Source: an optimization exercise on an open RTL-to-GDS flow (aim: small area, a short achievable clock period and few clock cycles). Production flows keep margins and buffers that such runs may drop. Function was checked by simulation only, so behaviour that the tests miss may differ from the original.

==> design/flow/run.sh <==
#!/bin/bash
# synth_recipe.tcl (not shown) runs the flow's synth.tcl, then flattens the netlist and writes it again
# the make line also repeats each setting of config.mk as NAME=value (left out here)
make -C /OpenROAD-flow-scripts/flow DESIGN_CONFIG=/design/flow/config.mk WORK_HOME=/design/flow/orfs CLKGATE_MAP_FILE= SYNTH_SCRIPT=/design/flow/synth_recipe.tcl finish
==> design/flow/config.mk <==
export PLATFORM = sky130hd
export DESIGN_NAME = fpu_double
export DESIGN_NICKNAME = fpu_double
export VERILOG_FILES = /design/flow/design.v
export SDC_FILE = /design/flow/constraint.sdc
export NUM_CORES = 8
export LEC_CHECK = 0
export CAP_MARGIN = 40
export CORE_MARGIN = 2
export CORE_UTILIZATION = 40
export PLACE_DENSITY = 0.45
export SETUP_SLACK_MARGIN = 4.2
export SLEW_MARGIN = 40
==> design/flow/constraint.sdc <==
create_clock -name core_clock -period 7.5 [get_ports {clk}]
set_input_delay 1.5000 -clock core_clock [delete_from_list [all_inputs] [get_ports {clk}]]
set_output_delay 1.5000 -clock core_clock [all_outputs]
set_load 0.01 [all_outputs]
==> design/flow/design.v <==
`timescale 1ns / 100ps
module fpu_double( clk, rst, enable, rmode, fpu_op, opa, opb, out, ready, underflow,
overflow, inexact, exception, invalid);
input		clk;
input		rst;
input		enable;
input	[1:0]	rmode;
input	[2:0]	fpu_op;
input	[63:0]	opa, opb;
output	[63:0]	out;
output		ready;
output		underflow;
output		overflow;
output		inexact;
output		exception;
output		invalid;
reg [63:0] out;
reg ready, underflow, overflow, inexact, exception, invalid;
localparam [4:0]
  S_IDLE = 5'd0,
  S_A1   = 5'd1,  S_A1B = 5'd2,  S_A2  = 5'd3,  S_SN  = 5'd4,
  S_M    = 5'd5,  S_MC  = 5'd6,  S_MS0 = 5'd7,  S_MSR = 5'd8,  S_MSL = 5'd9,  S_MFIN = 5'd10,
  S_D    = 5'd11, S_D29 = 5'd12, S_D30 = 5'd13,
  S_DN   = 5'd14, S_DE1 = 5'd15, S_DE2 = 5'd16, S_DR1 = 5'd17, S_DR2 = 5'd18,
  S_DP   = 5'd19, S_DPS = 5'd20, S_DFIN = 5'd21,
  S_RND  = 5'd22, S_DE3 = 5'd23, S_DE4 = 5'd24;
localparam [2:0] C_ADD = 3'd0, C_SUB = 3'd1, C_MUL = 3'd2, C_DIV = 3'd3, C_FIN = 3'd4, C_FINR = 3'd5;
reg [4:0] st;
reg [4:0] st_nx;
reg [31:0] oh;    
reg en_d;
wire idle = oh[S_IDLE];
wire start = enable & ~en_d;
reg [63:0] A, B;
reg [1:0]  OPR, RMR;
reg a_zero, b_zero, a_inf, b_inf, a_qnan, b_qnan, a_snan, b_snan;
reg an, bn;            
reg agt, aeq;          
reg [10:0] dab, dba;   
reg        esub_w;     
reg  [3:0] mgt, meq;   
wire mge = mgt[3] | (meq[3] & (mgt[2] | (meq[2] & (mgt[1] | (meq[1] & (mgt[0] | meq[0]))))));
wire [10:0] diff = agt ? dab : dba;
wire [10:0] ea_p = opa[62:52], eb_p = opb[62:52];
wire an_p = |ea_p, bn_p = |eb_p;
wire [10:0] dab_p = ea_p - eb_p;
wire [11:0] dba_p = {1'b0, eb_p} - {1'b0, ea_p};
wire agt_p = dba_p[11];
wire [10:0] ea = A[62:52], eb = B[62:52];
wire sa = A[63], sb = B[63];
reg [63:0] X, Y;       
reg [59:0] R;          
reg [55:0] Q;          
reg [55:0] QN;         
reg        qprev;      
reg        r0c, r1c;   
reg        neg3;       
reg        Dh;         
reg [11:0] E, E2;      
reg        e_is0, e_ge2, e_is1;
reg        c_add, c_sub, c_mul, c_div, c_finr;
reg        first;       
reg        sgn;
reg        stk;        
reg [6:0]  cnt;
reg [11:0] cnt2;
reg        esub;
reg        mfast;
reg        et0, dright;
reg        cpa_sub1;    
wire       cpa_cin = cpa_sub1 | (oh[S_MC] & r0c) | (oh[S_D30] & ~R[55]);
wire [63:0] cpa_y = {Y[63:1], Y[0] | (oh[S_MC] & r1c)};
wire [64:0] cpa_w = {X, cpa_cin} + {cpa_y, cpa_cin};
wire [63:0] cpa = cpa_w[64:1];
wire a_den = ~an, b_den = ~bn;
wire a_ge_b = agt | (aeq & mge);
wire [55:0] fa = {1'b0, an, A[51:0], 2'b00};
wire [55:0] fb = {1'b0, bn, B[51:0], 2'b00};
wire [55:0] LA = a_ge_b ? fa : fb;
reg  lnsd;            
wire [55:0] sh_in = agt ? (lnsd ? {fb[54:0], 1'b0} : fb) : (lnsd ? {fa[54:0], 1'b0} : fa);
wire [3:0] sa10 = 4'b0001 << diff[1:0];
wire [3:0] sa32 = 4'b0001 << diff[3:2];
wire [3:0] sa54 = (|diff[10:6]) ? 4'b0000 : (4'b0001 << diff[5:4]);
wire [55:0] sh_inx = sh_in ^ {56{esub_w}};
wire [58:0] shx0 = {{3{esub_w}}, sh_inx};
wire [55:0] shl1 = ({56{sa10[0]}} & shx0[55:0]) | ({56{sa10[1]}} & shx0[56:1])
                 | ({56{sa10[2]}} & shx0[57:2]) | ({56{sa10[3]}} & shx0[58:3]);
wire [103:0] shx1 = {{48{esub_w}}, shl1};
wire [55:0] shl2 = ({56{sa32[0]}} & shx1[55:0]) | ({56{sa32[1]}} & shx1[59:4])
                 | ({56{sa32[2]}} & shx1[63:8]) | ({56{sa32[3]}} & shx1[67:12]);
wire [103:0] shx2 = {{48{esub_w}}, shl2};
wire [55:0] shifted = ({56{sa54[0]}} & shx2[55:0]) | ({56{sa54[1]}} & shx2[71:16])
                    | ({56{sa54[2]}} & shx2[87:32]) | ({56{sa54[3]}} & shx2[103:48])
                    | {56{~|sa54 & esub_w}};
wire small_den = agt ? b_den : a_den;
wire fix_fast = ~small_den & (diff >= 11'd55);
wire [55:0] SS0 = (aeq & mge) ? (fb ^ {56{esub_w}}) : shifted;
wire [55:0] SS = {SS0[55:1], SS0[0] ^ fix_fast};    
wire [10:0] el = agt ? ea : eb;
wire sub_sign = a_ge_b ? sa : (~sb ^ (OPR == 2'b00));
wire small_nz = agt ? (|B[51:0]) : (|A[51:0]);
wire mfirst = first;
wire [52:0] Mm = {an, A[51:0]};
reg [11:0] bdig;
function [2:0] benc;
  input [2:0] b;
  benc = {b[2] & ~(b[1] & b[0]), (b == 3'b011) | (b == 3'b100), b[1] ^ b[0]};
endfunction
wire [8:0] bsrc_cap = {opb[7:0], 1'b0};
wire [8:0] bsrc_m = {Q[15:8], Q[7]};
wire [11:0] bdig_cap = {benc(bsrc_cap[8:6]), benc(bsrc_cap[6:4]), benc(bsrc_cap[4:2]), benc(bsrc_cap[2:0])};
wire [11:0] bdig_m = {benc(bsrc_m[8:6]), benc(bsrc_m[6:4]), benc(bsrc_m[4:2]), benc(bsrc_m[2:0])};
wire [55:0] row0, row1, row2, row3;
wire n0 = bdig[2], n1 = bdig[5], n2 = bdig[8], n3 = bdig[11];
fpu_booth_row br0(.one(bdig[0]), .two(bdig[1]), .neg(bdig[2]), .m(Mm), .row(row0));
fpu_booth_row br1(.one(bdig[3]), .two(bdig[4]), .neg(bdig[5]), .m(Mm), .row(row1));
fpu_booth_row br2(.one(bdig[6]), .two(bdig[7]), .neg(bdig[8]), .m(Mm), .row(row2));
fpu_booth_row br3(.one(bdig[9]), .two(bdig[10]), .neg(bdig[11]), .m(Mm), .row(row3));
wire [55:0] us = X[63:8];
wire [55:0] uc = Y[63:8];
wire [63:0] ma_in0 = {8'b0, us};
wire [63:0] ma_in1 = {8'b0, uc};
wire [63:0] ma_in2 = {1'b0, 1'b1, 1'b0, 1'b1, 1'b0, 1'b1, 1'b0, 1'b1, row0};
wire [63:0] ma_in3 = {6'b0, row1, 1'b0, n0};
wire [63:0] ma_in4 = {4'b0, row2, 1'b0, n1, 2'b0};
wire [63:0] ma_in5 = {2'b0, row3, 1'b0, n2, 4'b0};
wire [63:0] l1s_a = ma_in0 ^ ma_in1 ^ ma_in2;
wire [63:0] l1c_a = {((ma_in0 & ma_in1) | (ma_in0 & ma_in2) | (ma_in1 & ma_in2)), 1'b0};
wire [63:0] l1s_b = ma_in3 ^ ma_in4 ^ ma_in5;
wire [63:0] l1c_b = {((ma_in3 & ma_in4) | (ma_in3 & ma_in5) | (ma_in4 & ma_in5)), 1'b0};
wire [63:0] l2s = l1s_a ^ l1c_a ^ l1s_b;
wire [63:0] l2c = {((l1s_a & l1c_a) | (l1s_a & l1s_b) | (l1c_a & l1s_b)), 1'b0};
wire [63:0] l3s = l2s ^ l2c ^ l1c_b;
wire [63:0] l3c = {((l2s & l2c) | (l2s & l1c_b) | (l2c & l1c_b)), 1'b0};
wire [7:0] lo_s = X[7:0];
wire [9:0] retire = {2'b0, lo_s} + {2'b0, Y[7:1], r1c} + {3'b0, neg3, 6'b0} + {9'b0, r0c};
wire dfirst = first;
wire dfast;
wire [52:0] Dv = {Dh, B[51:0]};
wire [55:0] ws = X[55:0];
wire [55:0] wc = Y[55:0];
reg  [2:0] qr;    
wire q_neg = qr[2], q_two = qr[1], q_one = qr[0];
wire q_pos = (q_two | q_one) & ~q_neg;
wire [57:0] qD4 = q_two ? {2'b0, Dv, 3'b0} : q_one ? {3'b0, Dv, 2'b0} : 58'd0;
wire [57:0] dT = q_pos ? ~qD4 : qD4;
wire [57:0] w4s = {ws, 2'b00};
wire [57:0] w4c = {wc, 2'b00};
wire [57:0] ns = w4s ^ w4c ^ dT;
wire [57:0] nc = {((w4s & w4c) | (w4s & dT) | (w4c & dT)), q_pos};
reg  [3:0] qh;    
reg  [53:46] shs, shc;
reg  [51:40] dsh;
wire [55:43] D2n = {1'b1, dsh[51:40]}, D1n = {2'b01, dsh[51:41]};
wire [55:43] dTn = ({13{qh[3]}} & ~D2n) | ({13{qh[2]}} & ~D1n)
                 | ({13{qh[1]}} & D1n) | ({13{qh[0]}} & D2n);
wire [55:43] w4sn = {shs[53:46], ws[45:41]}, w4cn = {shc[53:46], wc[45:41]};
wire [55:44] nsn = w4sn[55:44] ^ w4cn[55:44] ^ dTn[55:44];
wire [55:44] ncn = (w4sn[54:43] & w4cn[54:43]) | (w4sn[54:43] & dTn[54:43]) | (w4cn[54:43] & dTn[54:43]);
wire [6:0] yhat = nsn[55:49] + ncn[55:49];
wire [2:0] qd;
fpu_srt_sel qs(.y(yhat), .d(dsh[51:49]), .q(qd));
wire [5:0] y2 = nsn[55:50] + ncn[55:50];
wire qb_pos = ~y2[5] & (y2[4:0] >= (dsh[51] ? 5'd6 : 5'd4));
wire qb_neg = y2[5] & (y2[4:0] < (dsh[51] ? 5'd25 : 5'd27));    
wire [55:45] a2sn = nsn[54:44], a2cn = ncn[54:44];
wire [55:45] Dkn = {2'b01, dsh[51:43]};
wire [55:46] psn = a2sn[55:46] ^ a2cn[55:46] ^ ~Dkn[55:46];
wire [55:46] pcn = (a2sn[54:45] & a2cn[54:45]) | (a2sn[54:45] & ~Dkn[54:45]) | (a2cn[54:45] & ~Dkn[54:45]);
wire [55:46] msn = a2sn[55:46] ^ a2cn[55:46] ^ Dkn[55:46];
wire [55:46] mcn = (a2sn[54:45] & a2cn[54:45]) | (a2sn[54:45] & Dkn[54:45]) | (a2cn[54:45] & Dkn[54:45]);
wire [6:0] y4p = psn[55:49] + pcn[55:49];
wire [6:0] y4m = msn[55:49] + mcn[55:49];
wire [6:0] y40 = a2sn[55:49] + a2cn[55:49];
wire [2:0] qdp, qdm, qd0;
fpu_srt_sel qsp(.y(y4p), .d(dsh[51:49]), .q(qdp));
fpu_srt_sel qsm(.y(y4m), .d(dsh[51:49]), .q(qdm));
fpu_srt_sel qs0(.y(y40), .d(dsh[51:49]), .q(qd0));
wire [2:0] qd_mix = qb_pos ? qdp : qb_neg ? qdm : qd0;
wire [2:0] qd_nx = first ? qd : qd_mix;
wire [53:46] shs_nx = first ? nsn[53:46] : (qb_pos ? psn[53:46] : qb_neg ? msn[53:46] : a2sn[53:46]);
wire [53:46] shc_nx = first ? ncn[53:46] : (qb_pos ? pcn[53:46] : qb_neg ? mcn[53:46] : a2cn[53:46]);
wire [55:0] wa_s = ns[55:0], wa_c = nc[55:0];
wire [55:0] a2s = {wa_s[54:0], 1'b0}, a2c = {wa_c[54:0], 1'b0};
wire [55:0] D4 = {1'b0, Dv, 2'b00};
wire [55:0] sp = a2s ^ a2c ^ ~D4;
wire [55:0] cp = {((a2s[54:0] & a2c[54:0]) | (a2s[54:0] & ~D4[54:0]) | (a2c[54:0] & ~D4[54:0])), 1'b1};
wire [55:0] sm = a2s ^ a2c ^ D4;
wire [55:0] cm = {((a2s[54:0] & a2c[54:0]) | (a2s[54:0] & D4[54:0]) | (a2c[54:0] & D4[54:0])), 1'b0};
wire [55:0] dws = first ? wa_s : (qb_pos ? sp : qb_neg ? sm : a2s);
wire [55:0] dwc = first ? wa_c : (qb_pos ? cp : qb_neg ? cm : a2c);
wire q1two = ((opb[51:49] == 3'd0) & opa[51]) | ((opb[51:49] == 3'd1) & opa[51] & opa[50])
           | ((opb[51:49] == 3'd2) & (&opa[51:49]));
wire [2:0] qd1 = {1'b0, q1two, ~q1two};
wire [1:0] qmag = q_two ? 2'd2 : q_one ? 2'd1 : 2'd0;
wire [1:0] qap = q_neg ? 2'd0 : qmag, qan = q_neg ? qmag : 2'd0;
wire [55:0] Q_nx  = first ? {Q[53:0], qap} : {Q[52:0], qap, qb_pos};
wire [55:0] QN_nx = first ? {QN[53:0], qan} : {QN[52:0], qan, qb_neg};
wire wneg = R[55];
wire rmsb_f = X[3] ^ ~Y[3] ^ wneg;    
wire [1:0] cmul = {1'b0, wneg} + {1'b0, rmsb_f};
wire [52:0] zx = R[54:2];
wire [52:0] zy = cmul == 2'd1 ? Dv : cmul == 2'd2 ? {Dv[51:0], 1'b0} : 53'd0;
wire zdiv = ~|((zx ^ zy) ^ {(zx[51:0] | zy[51:0]), 1'b0});
wire [11:0] d_et  = {1'b0, ea} + 12'd1023;
wire        d_uf1 = {1'b0, eb} > d_et;
wire [11:0] d_uft1 = d_uf1 ? ({1'b0, eb} - d_et) : 12'd0;
wire [11:0] d_ef1 = d_et - {1'b0, eb};
wire [11:0] d_ef2 = d_uf1 ? 12'd0 : d_ef1;
wire [11:0] f_ef4 = d_uf1 ? 12'd0 : d_ef1;
reg dfast_r;
assign dfast = dfast_r;
wire dfast_p = an_p & bn_p & (dba_p[11] | (dba_p[10:0] < 11'd1023));
wire [11:0] m_et0 = {1'b0, ea} + {1'b0, eb};
reg  [11:0] m_et;
wire        m_egt = m_et > 12'd1021;
wire [11:0] m_e1 = m_et - 12'd1022;
wire [11:0] m_e2 = m_egt ? m_e1 : 12'd0;
wire [11:0] m_eu = 12'd1022 - m_et;
wire [56:0] V = R[59:3];
wire shr = (c_add & V[55]) | c_finr;
wire shl = (c_sub & ~V[54] & V[53] & e_ge2) | (c_mul & ~V[54]) | (c_div & ~V[54] & ~e_is1);
wire shn = ~shr & ~shl;
wire ralt = (c_add & (V[55] | (e_is0 & V[54]))) | ((c_sub | c_mul | c_div) & ~V[54]);
wire [63:0] rnd_out;
wire [4:0]  rnd_flags;
fpu_round_exc rx(.v(V), .shn(shn), .shr(shr), .shl(shl), .st(stk | (|R[2:0])),
  .e1(E), .e2(E2), .ealt(ralt), .s(sgn), .rm(RMR), .op(OPR),
  .a_zero(a_zero), .b_zero(b_zero), .a_inf(a_inf), .b_inf(b_inf),
  .a_qnan(a_qnan), .b_qnan(b_qnan), .a_snan(a_snan), .b_snan(b_snan),
  .sa(sa), .sb(sb), .pa(A[50:0]), .pb(B[50:0]),
  .out(rnd_out), .flags(rnd_flags));
wire sub_slow = c_sub & ~V[54] & ~V[53];
wire sn_done = V[54] | ~e_ge2 | ~|V;
wire msl_go = (E != 12'd0) & (cnt2 < 12'd53) & ~R[57];
wire dabort = ~dfast;
always @* begin
  st_nx = st;
  case (st)
    S_IDLE: if (start) st_nx = (fpu_op[1:0] == 2'b10) ? S_M : (fpu_op[1:0] == 2'b11) ? S_D : S_A1;
    S_A1: st_nx = (small_den & ~aeq) ? S_A1B : S_A2;
    S_A1B: st_nx = S_A2;
    S_A2: st_nx = S_RND;
    S_SN: if (sn_done) st_nx = S_RND;
    S_M: if (cnt == 7'd6) st_nx = S_MC;
    S_MC: st_nx = mfast ? S_RND : S_MS0;
    S_MS0: st_nx = (a_zero | b_zero) ? S_RND : m_egt ? S_MSL : S_MSR;
    S_MSR: if (cnt2 == 12'd0) st_nx = S_MFIN;
    S_MSL: if (~msl_go) st_nx = S_MFIN;
    S_MFIN: st_nx = S_RND;
    S_D: if (first & dabort) st_nx = S_DN;
         else if (cnt == 7'd18) st_nx = S_D29;
    S_D29: st_nx = S_D30;
    S_D30: st_nx = S_RND;
    S_DN: if (X[52] | (cnt == 7'd53)) st_nx = S_DE1;
    S_DE1: if (Dh | (cnt == 7'd53)) st_nx = S_DE4;
    S_DE4: st_nx = S_DR1;
    S_DR1: st_nx = S_DR2;
    S_DR2: st_nx = (cnt == 7'd1) ? S_DP : S_DR1;
    S_DP: st_nx = S_DPS;
    S_DPS: if (cnt2 == 12'd0) st_nx = S_DFIN;
    S_DFIN: st_nx = S_RND;
    S_RND: st_nx = sub_slow ? S_SN : S_IDLE;
    default: st_nx = S_IDLE;
  endcase
end
always @(posedge clk) begin
  if (rst) begin
    st <= S_IDLE;
    oh <= 32'd1 << S_IDLE;
    en_d <= 1'b0;
    ready <= 1'b0;
  end else begin
    st <= st_nx;
    oh <= 32'd1 << st_nx;
    en_d <= enable;
    if (oh[S_IDLE] & start) ready <= 1'b0;
    if (oh[S_RND] & ~sub_slow) ready <= 1'b1;
  end
end
always @(posedge clk) begin
  cpa_sub1 <= (st_nx == S_A2) ? esub_w : (st_nx == S_DR1);
  first <= (st_nx != st);
end
always @(posedge clk) begin
  if (oh[S_RND] & ~sub_slow) begin
    out <= rnd_out;
    {underflow, overflow, inexact, exception, invalid} <= rnd_flags;
  end
end
wire dstep = oh[S_D] & ~(first & dabort);
wire dn_sha = oh[S_DN] & ~X[52] & (cnt != 7'd53);
wire dr2_upd = oh[S_DR2] & (cnt != 7'd1);
wire [63:0] Xcap = (fpu_op[1:0] == 2'b10) ? {1'b1, 63'd0} : {11'd0, an_p, opa[51:0]};
wire x_hold = ~(oh[S_IDLE] | oh[S_A1] | oh[S_M] | dstep | dn_sha | oh[S_DE4] | dr2_upd | oh[S_D29]);
wire xf = oh[S_M] | dstep;
wire [63:0] X_fast = oh[S_M] ? l3s : {8'd0, dws};
wire [63:0] X_slow =
    ({64{oh[S_IDLE]}} & Xcap)
  | ({64{oh[S_A1]}} & {5'd0, LA, 3'd0})
  | ({64{oh[S_D29]}} & {5'd0, Q, 3'd0})
  | ({64{dn_sha}} & {X[63:53], X[51:0], 1'b0})
  | ({64{oh[S_DE4]}} & {10'd0, X[53:0]})
  | ({64{dr2_upd}} & {X[63:54], (R[59] ? {X[52:0], 1'b0} : {R[52:0], 1'b0})})
  | ({64{x_hold}} & X);
wire [63:0] X_nx = xf ? X_fast : X_slow;
wire a1b_fix = small_nz & (esub ? &Y : ~|Y);
wire y_hold = ~(oh[S_IDLE] | oh[S_A1] | oh[S_M] | dstep | oh[S_DE4] | oh[S_A1B] | oh[S_D29]);
wire [63:0] Y_fast = oh[S_M] ? l3c : {8'd0, dwc};
wire [63:0] Y_slow =
    ({64{oh[S_A1]}} & {{5{esub_w}}, SS, {3{esub_w}}})
  | ({64{oh[S_A1B]}} & {Y[63:4], Y[3] ^ a1b_fix, Y[2:0]})
  | ({64{oh[S_DE4]}} & ~{11'd0, Dv})
  | ({64{oh[S_D29]}} & ~{5'd0, QN, 3'd0})
  | ({64{y_hold}} & Y);
wire [63:0] Y_nx = xf ? Y_fast : Y_slow;
wire r_cpa = oh[S_A2] | oh[S_MC] | oh[S_D29] | oh[S_D30] | oh[S_DR1];
wire sn_sh = oh[S_SN] & ~sn_done;
wire ms_zero = oh[S_MS0] & ((a_zero | b_zero) | (~m_egt & (m_eu >= 12'd106)));
wire p_shr = (oh[S_MSR] & (cnt2 != 12'd0)) | (oh[S_MSL] & ~msl_go & (E == 12'd0));
wire p_shl = oh[S_MSL] & msl_go;
wire dps_go = oh[S_DPS] & (cnt2 != 12'd0);
wire q_shr = dps_go & dright;
wire q_shl = dps_go & ~dright;
wire r_hold = ~(r_cpa | sn_sh | ms_zero | p_shr | p_shl | oh[S_DP] | q_shr | q_shl | oh[S_DFIN]);
wire [59:0] R_nx =
    ({60{r_cpa}} & cpa[59:0])
  | ({60{sn_sh}} & {R[58:0], 1'b0})
  | ({60{p_shr}} & {R[59:58], 1'b0, R[57:1]})
  | ({60{p_shl}} & {R[59:58], R[56:0], Q[55]})
  | ({60{oh[S_DP]}} & {2'b00, Q[54:0], 3'b000})
  | ({60{q_shr}} & {R[59:58], 1'b0, R[57:4], R[2:0]})
  | ({60{q_shl}} & {R[59:58], R[56:3], Q[55], R[2:0]})
  | ({60{oh[S_DFIN]}} & {1'b0, E2[0], R[57:0]})
  | ({60{r_hold}} & R);
wire q_hold = ~(oh[S_IDLE] | oh[S_M] | dstep | ms_zero | p_shr | p_shl | oh[S_DE4] | oh[S_DR2] | oh[S_DP] | q_shr | q_shl);
wire [55:0] Q_nx2 =
    ({56{oh[S_IDLE]}} & {3'd0, bn_p, opb[51:0]})
  | ({56{oh[S_M]}} & {retire[7:0], Q[55:8]})
  | ({56{dstep}} & Q_nx)
  | ({56{ms_zero}} & ((a_zero | b_zero) ? Q : 56'd0))
  | ({56{p_shr}} & {R[0], Q[55:9], Q[7:0]})
  | ({56{p_shl}} & {Q[54:8], 1'b0, Q[7:0]})
  | ({56{oh[S_DR2]}} & {Q[54:0], ~R[59]})
  | ({56{oh[S_DP]}} & {X[52:0], 3'b000})
  | ({56{q_shr}} & {R[3], Q[55:4], Q[2:0]})
  | ({56{q_shl}} & {Q[54:3], 1'b0, Q[2:0]})
  | ({56{q_hold}} & Q);
always @(posedge clk) begin
  qr <= oh[S_IDLE] ? qd1 : qd_nx;
  shs <= oh[S_IDLE] ? Xcap[53:46] : shs_nx;
  if (oh[S_IDLE]) dsh <= opb[51:40];
  shc <= oh[S_IDLE] ? 8'd0 : shc_nx;
  qh <= oh[S_IDLE] ? {qd1[1], qd1[0], 2'b00} : {~qd_nx[2] & qd_nx[1], ~qd_nx[2] & qd_nx[0], qd_nx[2] & qd_nx[0], qd_nx[2] & qd_nx[1]};
  bdig <= oh[S_IDLE] ? bdig_cap : bdig_m;
  X <= X_nx;
  Y <= Y_nx;
  R <= R_nx;
  Q <= Q_nx2;
  QN <= QN_nx;
end
always @(posedge clk) begin
  case (st)
  S_IDLE: begin
    A <= opa; B <= opb; OPR <= fpu_op[1:0]; RMR <= rmode;
    a_zero <= ~|opa[62:0];
    b_zero <= ~|opb[62:0];
    a_inf  <= (&ea_p) & ~|opa[51:0];
    b_inf  <= (&eb_p) & ~|opb[51:0];
    a_qnan <= (&ea_p) & (|opa[51:0]) & opa[51];
    b_qnan <= (&eb_p) & (|opb[51:0]) & opb[51];
    a_snan <= (&ea_p) & (|opa[51:0]) & ~opa[51];
    b_snan <= (&eb_p) & (|opb[51:0]) & ~opb[51];
    an <= an_p; bn <= bn_p;
    agt <= agt_p; aeq <= (ea_p == eb_p);
    dab <= dab_p; dba <= dba_p[10:0];
    esub_w <= fpu_op[0] ^ opa[63] ^ opb[63];
    lnsd <= agt_p ? (~bn_p & an_p) : (~an_p & bn_p);
    mgt <= {opa[51:39] > opb[51:39], opa[38:26] > opb[38:26], opa[25:13] > opb[25:13], opa[12:0] > opb[12:0]};
    meq <= {opa[51:39] == opb[51:39], opa[38:26] == opb[38:26], opa[25:13] == opb[25:13], opa[12:0] == opb[12:0]};
    Dh <= bn_p;
    dfast_r <= dfast_p;
    qprev <= 1'b0; r0c <= 1'b0; r1c <= 1'b0; neg3 <= 1'b0;
    cnt <= 7'd0; cnt2 <= 12'd0;
    stk <= 1'b0;
    c_add <= 1'b0; c_sub <= 1'b0; c_mul <= 1'b0; c_div <= 1'b0; c_finr <= 1'b0;
  end
  S_A1: begin
    E <= {1'b0, el};
    esub <= esub_w;
    sgn <= esub_w ? sub_sign : sa;
  end
  S_A2: begin
    E2 <= esub ? ((E >= 12'd2) ? E - 12'd1 : 12'd0) : {1'b0, E[10:0] + 11'd1};
    c_add <= ~esub; c_sub <= esub;
    e_is0 <= (E == 12'd0);
    e_ge2 <= (E >= 12'd2);
  end
  S_SN: begin
    if (sn_done) begin
      if (~V[54]) E <= 12'd0;
      c_sub <= 1'b0;
    end else begin
      E <= E - 12'd1;
      e_ge2 <= (E >= 12'd3);
    end
  end
  S_M: begin
    qprev <= Q[7];
    r0c <= |retire[9:8]; r1c <= retire[9];
    neg3 <= n3;
    cnt <= cnt + 7'd1;
    if (cnt == 7'd1) m_et <= m_et + {11'd0, ~an} + {11'd0, ~bn};
    if (mfirst) begin
      m_et <= m_et0;
      sgn <= sa ^ sb;
    end
    if (cnt == 7'd2) mfast <= an & bn & m_egt & (m_e2 >= 12'd2);
  end
  S_MC: begin
    stk <= |Q[55:8];
    E <= m_e2; E2 <= m_e2 - 12'd1;
    c_mul <= mfast;
    cnt2 <= 12'd0;
  end
  S_MS0: begin
    if (a_zero | b_zero) begin
      stk <= 1'b0; E <= 12'd0;
    end else if (~m_egt) begin
      E <= 12'd0;
      cnt2 <= (m_eu >= 12'd106) ? 12'd0 : m_eu + 12'd1;
    end
  end
  S_MSR: if (cnt2 != 12'd0) cnt2 <= cnt2 - 12'd1;
  S_MSL: begin
    if (msl_go) begin cnt2 <= cnt2 + 12'd1; E <= E - 12'd1; end
  end
  S_MFIN: stk <= |Q[55:8];
  S_D: begin
    if (first & dabort) begin
      cnt <= 7'd0;
      cnt2 <= d_uft1;
      E <= d_ef2;
      sgn <= sa ^ sb;
    end else begin
      cnt <= cnt + 7'd1;
      if (first) begin sgn <= sa ^ sb; E <= f_ef4; end
    end
  end
  S_D30: begin
    stk <= ~zdiv;
    E2 <= E - 12'd1;
    e_is1 <= (E == 12'd1);
    c_div <= 1'b1;
  end
  S_DN: begin    
    if (dn_sha) begin
      cnt <= cnt + 7'd1;
      if (cnt != 7'd0) begin
        if (E != 12'd0) E <= E - 12'd1; else cnt2 <= cnt2 + 12'd1;
      end
    end else cnt <= 7'd0;
  end
  S_DE1: begin   
    if (~Dh & (cnt != 7'd53)) begin
      {Dh, B[51:0]} <= {B[51:0], 1'b0};
      cnt <= cnt + 7'd1;
      if (cnt != 7'd0) E <= E + 12'd1;
    end
  end
  S_DE4: begin
    et0 <= (E == 12'd0);
    cnt <= 7'd55;
  end
  S_DR2: cnt <= cnt - 7'd1;
  S_DP: begin
    E <= a_zero ? 12'd0 : ((Q[54] | et0) ? E : E - 12'd1);
    E2 <= {11'd0, |((Q[54] | et0) ? E : E - 12'd1)};    
    cnt2 <= et0 ? ((cnt2 > 12'd51) ? 12'd52 : cnt2) : ((Q[54] | (E == 12'd1)) ? 12'd1 : 12'd2);
    dright <= et0;
    c_finr <= 1'b1;
  end
  S_DPS: if (cnt2 != 12'd0) cnt2 <= cnt2 - 12'd1;
  S_DFIN: stk <= R[3] | (|Q[55:3]);
  default: ;
  endcase
end
endmodule
`timescale 1ns / 100ps
module fpu_booth_row(one, two, neg, m, row);
input		one, two, neg;
input	[52:0]	m;
output	[55:0]	row;
wire [54:0] pp = ({55{one}} & {2'b00, m}) | ({55{two}} & {1'b0, m, 1'b0});
assign row = {~neg, pp ^ {55{neg}}};
endmodule
`timescale 1ns / 100ps
module fpu_srt_sel(y, d, q);
input	[6:0]	y;
input	[2:0]	d;
output	[2:0]	q;
reg signed [7:0] m2, m1, m0, mn1;
always @* begin
  case (d)
    3'd0: begin m2 = 12; m1 = 4; m0 = -4; mn1 = -13; end
    3'd1: begin m2 = 14; m1 = 4; m0 = -6; mn1 = -15; end
    3'd2: begin m2 = 15; m1 = 4; m0 = -6; mn1 = -16; end
    3'd3: begin m2 = 16; m1 = 4; m0 = -6; mn1 = -18; end
    3'd4: begin m2 = 18; m1 = 6; m0 = -8; mn1 = -20; end
    3'd5: begin m2 = 20; m1 = 6; m0 = -8; mn1 = -20; end
    3'd6: begin m2 = 20; m1 = 8; m0 = -8; mn1 = -22; end
    default: begin m2 = 24; m1 = 8; m0 = -8; mn1 = -24; end
  endcase
end
wire signed [7:0] ys = {y[6], y};
wire ge2 = ys >= m2;
wire ge1 = ys >= m1;
wire ge0 = ys >= m0;
wire gen1 = ys >= mn1;
assign q[2] = ~ge0;                           
assign q[1] = ge2 | ~gen1;                    
assign q[0] = (ge1 & ~ge2) | (~ge0 & gen1);   
endmodule
`timescale 1ns / 100ps
module fpu_round_exc(v, shn, shr, shl, st, e1, e2, ealt, s, rm, op, a_zero, b_zero, a_inf, b_inf,
  a_qnan, b_qnan, a_snan, b_snan, sa, sb, pa, pb, out, flags);
input	[56:0]	v;
input		shn, shr, shl;    
input		st;               
input	[11:0]	e1, e2;
input		ealt;             
input		s;
input	[1:0]	rm;
input	[1:0]	op;
input		a_zero, b_zero, a_inf, b_inf, a_qnan, b_qnan, a_snan, b_snan, sa, sb;
input	[50:0]	pa, pb;
output	[63:0]	out;
output	[4:0]	flags;    
wire [53:2] mf = ({52{shn}} & v[53:2]) | ({52{shr}} & v[54:3]) | ({52{shl}} & v[52:1]);
wire m54 = (shn & v[54]) | (shr & v[55]) | (shl & v[53]);
wire m1  = (shn & v[1]) | (shr & v[2]) | (shl & v[0]);
wire m0  = (shn & v[0]) | (shr & v[1]) | st;
wire ones_c = &v[52:3];
wire zeros_c = ~|v[52:3];
wire ones = ones_c & ((shn & v[53] & v[2]) | (shr & v[54] & v[53]) | (shl & v[2] & v[1]));
wire zeros = zeros_c & ((shn & ~v[53] & ~v[2]) | (shr & ~v[54] & ~v[53]) | (shl & ~v[2] & ~v[1]));
wire [53:0] w = {v[54:1]} | {52'd0, shr, shn | shr};
wire [53:0] wi = w + 54'd1;
wire [53:2] finc = ({52{shn}} & wi[52:1]) | ({52{shr}} & wi[53:2]) | ({52{shl}} & wi[51:0]);
wire rn = (rm == 2'b00), rz = (rm == 2'b01), rp = (rm == 2'b10), rmi = (rm == 2'b11);
wire gs = m1 | m0;
wire trig = (rn & m1) | (rp & ~s & gs) | (rmi & s & gs);
wire ov = m54 & ones;
wire [51:0] frac = trig ? finc : mf;
wire [11:0] e = ealt ? e2 : e1;
wire einc = trig & ov;
wire [11:0] e1p = e1 + 12'd1, e2p = e2 + 12'd1;
wire [11:0] ef = ealt ? (einc ? e2p : e2) : (einc ? e1p : e1);
wire e1_big = e1 > 12'd2046, e1_big1 = e1 > 12'd2045;
wire e2_big = e2 > 12'd2046, e2_big1 = e2 > 12'd2045;
wire e1_z = (e1[10:0] == 11'd0), e1_z1 = (e1[10:0] == 11'h7ff);
wire e2_z = (e2[10:0] == 11'd0), e2_z1 = (e2[10:0] == 11'h7ff);
wire ebig0 = ealt ? e2_big : e1_big;       
wire ebig = ealt ? (einc ? e2_big1 : e2_big) : (einc ? e1_big1 : e1_big);
wire ezero = ealt ? (einc ? e2_z1 : e2_z) : (einc ? e1_z1 : e1_z);
wire in_z = ezero & (trig ? ones : zeros);
wire add = (op == 2'b00), sub = (op == 2'b01), mul = (op == 2'b10), dv = (op == 2'b11);
wire apinf = a_inf & ~sa, aninf = a_inf & sa, bpinf = b_inf & ~sb, bninf = b_inf & sb;
wire nan_in = a_qnan | b_qnan | a_snan | b_snan;
wire snan_in = a_snan | b_snan;
wire a_nan = a_qnan | a_snan;
wire div_by_0 = dv & b_zero & ~a_zero;
wire div_0_0 = dv & b_zero & a_zero;
wire div_ii = dv & a_inf & b_inf;
wire div_by_inf = dv & ~a_inf & b_inf;
wire mul_0i = mul & ((a_inf & b_zero) | (a_zero & b_inf));
wire mul_inf = mul & (a_inf | b_inf) & ~mul_0i;
wire div_inf = dv & a_inf & ~b_inf;
wire asii = (add & apinf & bninf) | (add & aninf & bpinf) | (sub & apinf & bpinf) | (sub & aninf & bninf);
wire asi = (add | sub) & (a_inf | b_inf) & ~asii;
wire oit0 = asi | mul_inf | div_inf | div_by_0;
wire oit = oit0 | ebig;
wire irdt = (oit & ~s & rmi) | (oit & s & rp) | (oit & rz);
wire mul_uf0 = mul & ~a_zero & ~b_zero;
wire div_uf0 = dv & ~a_zero;
wire uft = div_by_inf | ((mul_uf0 | div_uf0) & in_z);
wire inv = snan_in | asii | mul_0i | div_0_0 | div_ii;
wire ovf = oit & ~nan_in;
wire inx = (gs | oit | uft) & ~nan_in;
wire exc = inv | ovf | uft | inx;
wire nan_out = nan_in | inv;
wire snan_t = inv & ~snan_in;
wire [62:0] nan0 = a_nan ? {11'h7ff, 1'b1, pa} : {11'h7ff, 1'b1, pb};
wire [62:0] nano = snan_t ? {11'h7ff, 2'b01, pa[49:0]} : nan0;
wire [62:0] oinf = irdt ? {11'h7fe, {52{1'b1}}} : {11'h7ff, 52'd0};
wire early_inf = oit0 | ebig0;
wire irdt0 = (early_inf & ~s & rmi) | (early_inf & s & rp) | (early_inf & rz);
wire [62:0] oinf0 = irdt0 ? {11'h7fe, {52{1'b1}}} : {11'h7ff, 52'd0};
wire [62:0] body = nan_out ? nano : early_inf ? oinf0 : div_by_inf ? 63'd0 : {ef[10:0], frac};
assign out = {s, body};
assign flags = {uft, ovf, inx, exc, inv};
endmodule
==> notes.md <==
-- cell families after synthesis --
family          count (synthesis)  synth area share (%)
xor+xnor                      639                 6.945
simple gates                 2192                 12.63
fa+ha+maj                     841                 17.46
compound gates               3092                 26.96
mux                           389                 5.809
flops                         695                 21.37
buf+inv                      1831                 8.826
-- worst max-delay path: cells and delay by family, from the launching register on --
family,cells,cell delay (ns)
adders and majority gates,4,1.83
AOI/OAI and AO/OA,9,1.41
and+or+nand+nor,3,0.64
DFF,1,0.48
buffers and inverters,3,0.30
xor gates and xnor gates,1,0.16
-- timing repair --
item / in CTS / in global routing
gates cloned: 52 / 19
setup endpoints to repair: 503 / 399
pin swaps: 222 / 297
buffers inserted: 244 / 159
hold endpoints to repair: 0 / 0
gates resized for setup: 921 / 602
-- state kept, by name (all words and copies together) (netlist names), 21 cells and up --
signal	cells
R	60
A	64
Y	64
oh	21
Q	56
out	64
QN	56
B	64
X	64
-- how the worst min path moves through the flow --
stage / cells past startpoint / to / startpoint / slack, ns
6_report: 2 / QN[20] / QN[18] / 0.45
5_1_grt: 2 / X[62] / X[62] / 0.46
4_1_cts: 2 / X[62] / X[62] / 0.45
3_5_place_dp: 2 / X[62] / X[62] / 0.44
3_3_place_gp: 2 / X[62] / X[62] / 0.44
2_1_floorplan: 0 / esub / esub_w / 0.42
-- cell usage after synthesis, types with 49 or more instances --
cell type / n / area (um2)
sky130_fd_sc_hd__xnor2_1: 414 / 3626
sky130_fd_sc_hd__nor2b_1: 77 / 481.7
sky130_fd_sc_hd__edfxtp_1: 330 / 9910
sky130_fd_sc_hd__inv_1: 900 / 3378
sky130_fd_sc_hd__nand2_1: 875 / 3284
sky130_fd_sc_hd__a211oi_1: 121 / 908.4
sky130_fd_sc_hd__o21ai_0: 593 / 2968
sky130_fd_sc_hd__a221o_1: 197 / 1972
sky130_fd_sc_hd__a31oi_1: 85 / 531.8
sky130_fd_sc_hd__a21o_1: 89 / 668.1
sky130_fd_sc_hd__nor4_1: 146 / 913.4
sky130_fd_sc_hd__a221oi_1: 188 / 1647
sky130_fd_sc_hd__o21a_1: 87 / 653.1
sky130_fd_sc_hd__and3_1: 83 / 519.3
sky130_fd_sc_hd__a22oi_1: 299 / 2245
sky130_fd_sc_hd__o22ai_1: 205 / 1282
sky130_fd_sc_hd__nand4_1: 98 / 613.1
sky130_fd_sc_hd__ha_1: 367 / 4592
sky130_fd_sc_hd__xor2_1: 225 / 1971
sky130_fd_sc_hd__buf_2: 49 / 245.2
sky130_fd_sc_hd__a21oi_1: 488 / 2442
sky130_fd_sc_hd__mux2_2: 147 / 1655
sky130_fd_sc_hd__nand3_1: 193 / 965.9
sky130_fd_sc_hd__o211ai_1: 188 / 1411
sky130_fd_sc_hd__a222oi_1: 127 / 1271
sky130_fd_sc_hd__nor3_1: 131 / 655.6
sky130_fd_sc_hd__clkbuf_1: 765 / 2872
sky130_fd_sc_hd__fa_1: 473 / 9469
sky130_fd_sc_hd__nor2_1: 420 / 1577
sky130_fd_sc_hd__mux2i_1: 188 / 1882
sky130_fd_sc_hd__buf_1: 87 / 326.6
sky130_fd_sc_hd__o221ai_1: 125 / 1095
sky130_fd_sc_hd__dfxtp_1: 365 / 7307
-- stage by stage --
stage	instance area [um2]	instances
detailed placement	86210	11980
finish	101200	12690
floorplan	81040	9679
global placement	85490	11950
CTS	96300	12460
global route	101100	12660
-- final cells by class --
cell class	count	area, um2
clock buffer	130	2620
multi-input combinational	7160	61960
timing repair buffer	1051	11680
tap	2656	3323
sequential	695	17460
antenna	38	95.09
clock inverter	50	580.6
inverter	907	3458
fill	19070	98890
-- metal layers --
metal | part of all wire, % | vias to the layer above | GRT usage [%]
met5 | 0.046 | - | 0.4198
met4 | 12 | 22 | 44.63
met1 | 35 | 44650 | 58.90
met2 | 39 | 7637 | 67.16
met3 | 14 | 2214 | 17.72
li1 | - | 36030 | -
==> impl_metrics.py <==
metrics = {
    "setup_path": {
        "critical_path.startpoint": "dsh[47]",
        "r2r_start": "dsh[47]",
        "worst-r2r-cell-count": 20,
        "crit_path_start_kind": "flop",
        "critical_path.max_stage_delay_ns": 0.60,
        "cp_data_arrival_time_ns": 5.61,
        "crit_path_cell_trace": "buf_6 -> nor2b_2 -> a211oi_4 -> fa_2 -> inv_4 -> fa_1 -> inv_2 -> fa_2 -> a21o_1 -> a21oi_4 -> xnor2_4 -> ha_1 -> o21ai_1 -> a21oi_2 -> nor4_4 -> a311oi_4 -> a2111oi_4 -> a21oi_2 -> o21a_1 -> nor2b_1",
        "worst_setup_path_endpoint": "qh[3]",
        "timing.setup.critical_path_class": "flop to flop",
        "r2r-end": "qh[3]",
        "worst-r2r-setup-slack_ns": 2.58,
        "endpoint_kind": "flop",
        "crit_slowest_cell": "sky130_fd_sc_hd__fa_2",
        "timing.critical_path.required_ns": 8.19,
        "crit_path_max_fanout": 5,
    },
    "sta": {
        "finalSetupTns_ns": 0,
        "worst_pin_slew_ns": 1.115,
        "fmax_ghz": 0.2034,
        "clock_skew_ns": 0.04424,
        "finalCriticalPeriod_ns": 4.916,
        "hold_viol_final": 0,
        "min_period_over_period_pct": 65.55,
        "hold-worst-slack_ns": 0.4528,
        "timing.final.ws_setup_ns": 2.584,
        "setup-violations-final": 0,
        "timing_max_transition_violations_final": 0,
        "rsz_0062_raised_after_global_routing": "yes",
        "slew_headroom_pct": 25.56,
    },
    "final_layout": {
        "drive_above_1_share_pct": 21.55,
        "final_nets": 10890,
        "mostFrequentLayoutCells": "868 x sky130_fd_sc_hd__inv_1, 802 x sky130_fd_sc_hd__nand2_1, 533 x sky130_fd_sc_hd__buf_4",
        "layout_commonest_cell": "sky130_fd_sc_hd__inv_1",
        "final_core_density_pct": 50.57,
        "synthesis_to_finish_area_growth_pct": 25.56,
    },
    "clocking": {
        "clk_path_buf_depth": 3,
        "worstSkewPairLatency_ns": 0.81,
        "cts-htree-levels": 3,
        "tritoncts": "done",
        "cts_hold_buffers": 0,
        "tritoncts.num_buffers": 96,
        "numClockSinks": 695,
        "clock_root_buffer_master": "sky130_fd_sc_hd__clkbuf_16",
        "clk_transition_reported_paths_ns": 0.07,
    },
    "grt": {
        "grt_antenna_before_repair": 39,
        "overflow": 0,
        "grt_pass1_vias": 82930,
        "global_route_wire_length_before_repair_um": 701000,
        "grt_usage_pct": 48.82,
        "largest_net_degree_at_the_start_of_global_routing": 127,
    },
    "outcome": {
        "outcome": "complete, no violations",
    },
    "min_path": {
        "hold_path_class": "flop to flop",
    },
    "drt": {
        "antenna_left": 0,
        "finalWirelength_um": 528400,
        "post-route-drc-count": 0,
        "route.detailed.wl_per_inst_um": 41.65,
        "detailroute.via_count": 90550,
        "drt_iter0_drc": 15900,
        "drtPass1Iterations": 10,
        "viasPerCell": 7.137,
    },
    "floorplanning": {
        "effective_utilization_at_floorplan_pct": 40.28,
        "rows": 164,
        "floorplan.die_area_um2": 205100,
        "dieHeight_um": 452.8,
        "io_pins": 206,
        "core_um2": 200100,
        "die_w_um": 452.8,
    },
    "synthesis": {
        "synthCells": 9679,
        "synth_cell_type_count": 99,
        "synth-edff-count": 330,
        "synth.cell_area_um2": 80580,
        "synth_top_flop_cell": "sky130_fd_sc_hd__dfxtp_1",
        "synth_warnings": 2,
        "synth_seq_cells": 695,
        "async_flop_share_pct": 0,
        "sequential_share_of_the_synthesized_area_pct": 21.37,
        "postSynthNetCount": 10660,
        "postSynthAreaPerCell_um2": 8.325,
    },
    "placed_design": {
        "detailed_place_hpwl_um": 367800,
        "placement.setup.worst_slack_ns": 2.206,
        "finalWeightedCongestion": 1.052,
        "port_buffers": 204,
    },
    "flow_run": {
        "cap_viol_max_count": 0,
    },
}
Testbench counts, summed over its fixed seeds: cycles 21,607.

==> afterwards: timing with drivers on the ports <==
The results above use ideal ports. As a check the final layout listed here was re-extracted and re-timed, cells and wires unchanged.
Step 1: set_driving_cell puts a clkbuf_16 on clk and a buf_2 on each other input, an assumption about the parent block.
Step 2 also shifts input and output timing later by t, the mid clock arrival at the registers, as if the neighbouring blocks saw the same clock.
Slacks: ideal ports / drivers / drivers and shift; pairs: ideal ports / drivers.
t, ns: 0.886
slack for setup (ns): 2.584 / 2.584 / 2.584
clock arrival spread, ns: 0.046 / 0.046
After both steps setup and hold are still met in this run. The setup slack of this run moves by 0.000 ns with the drivers and by 0.000 ns with both steps.
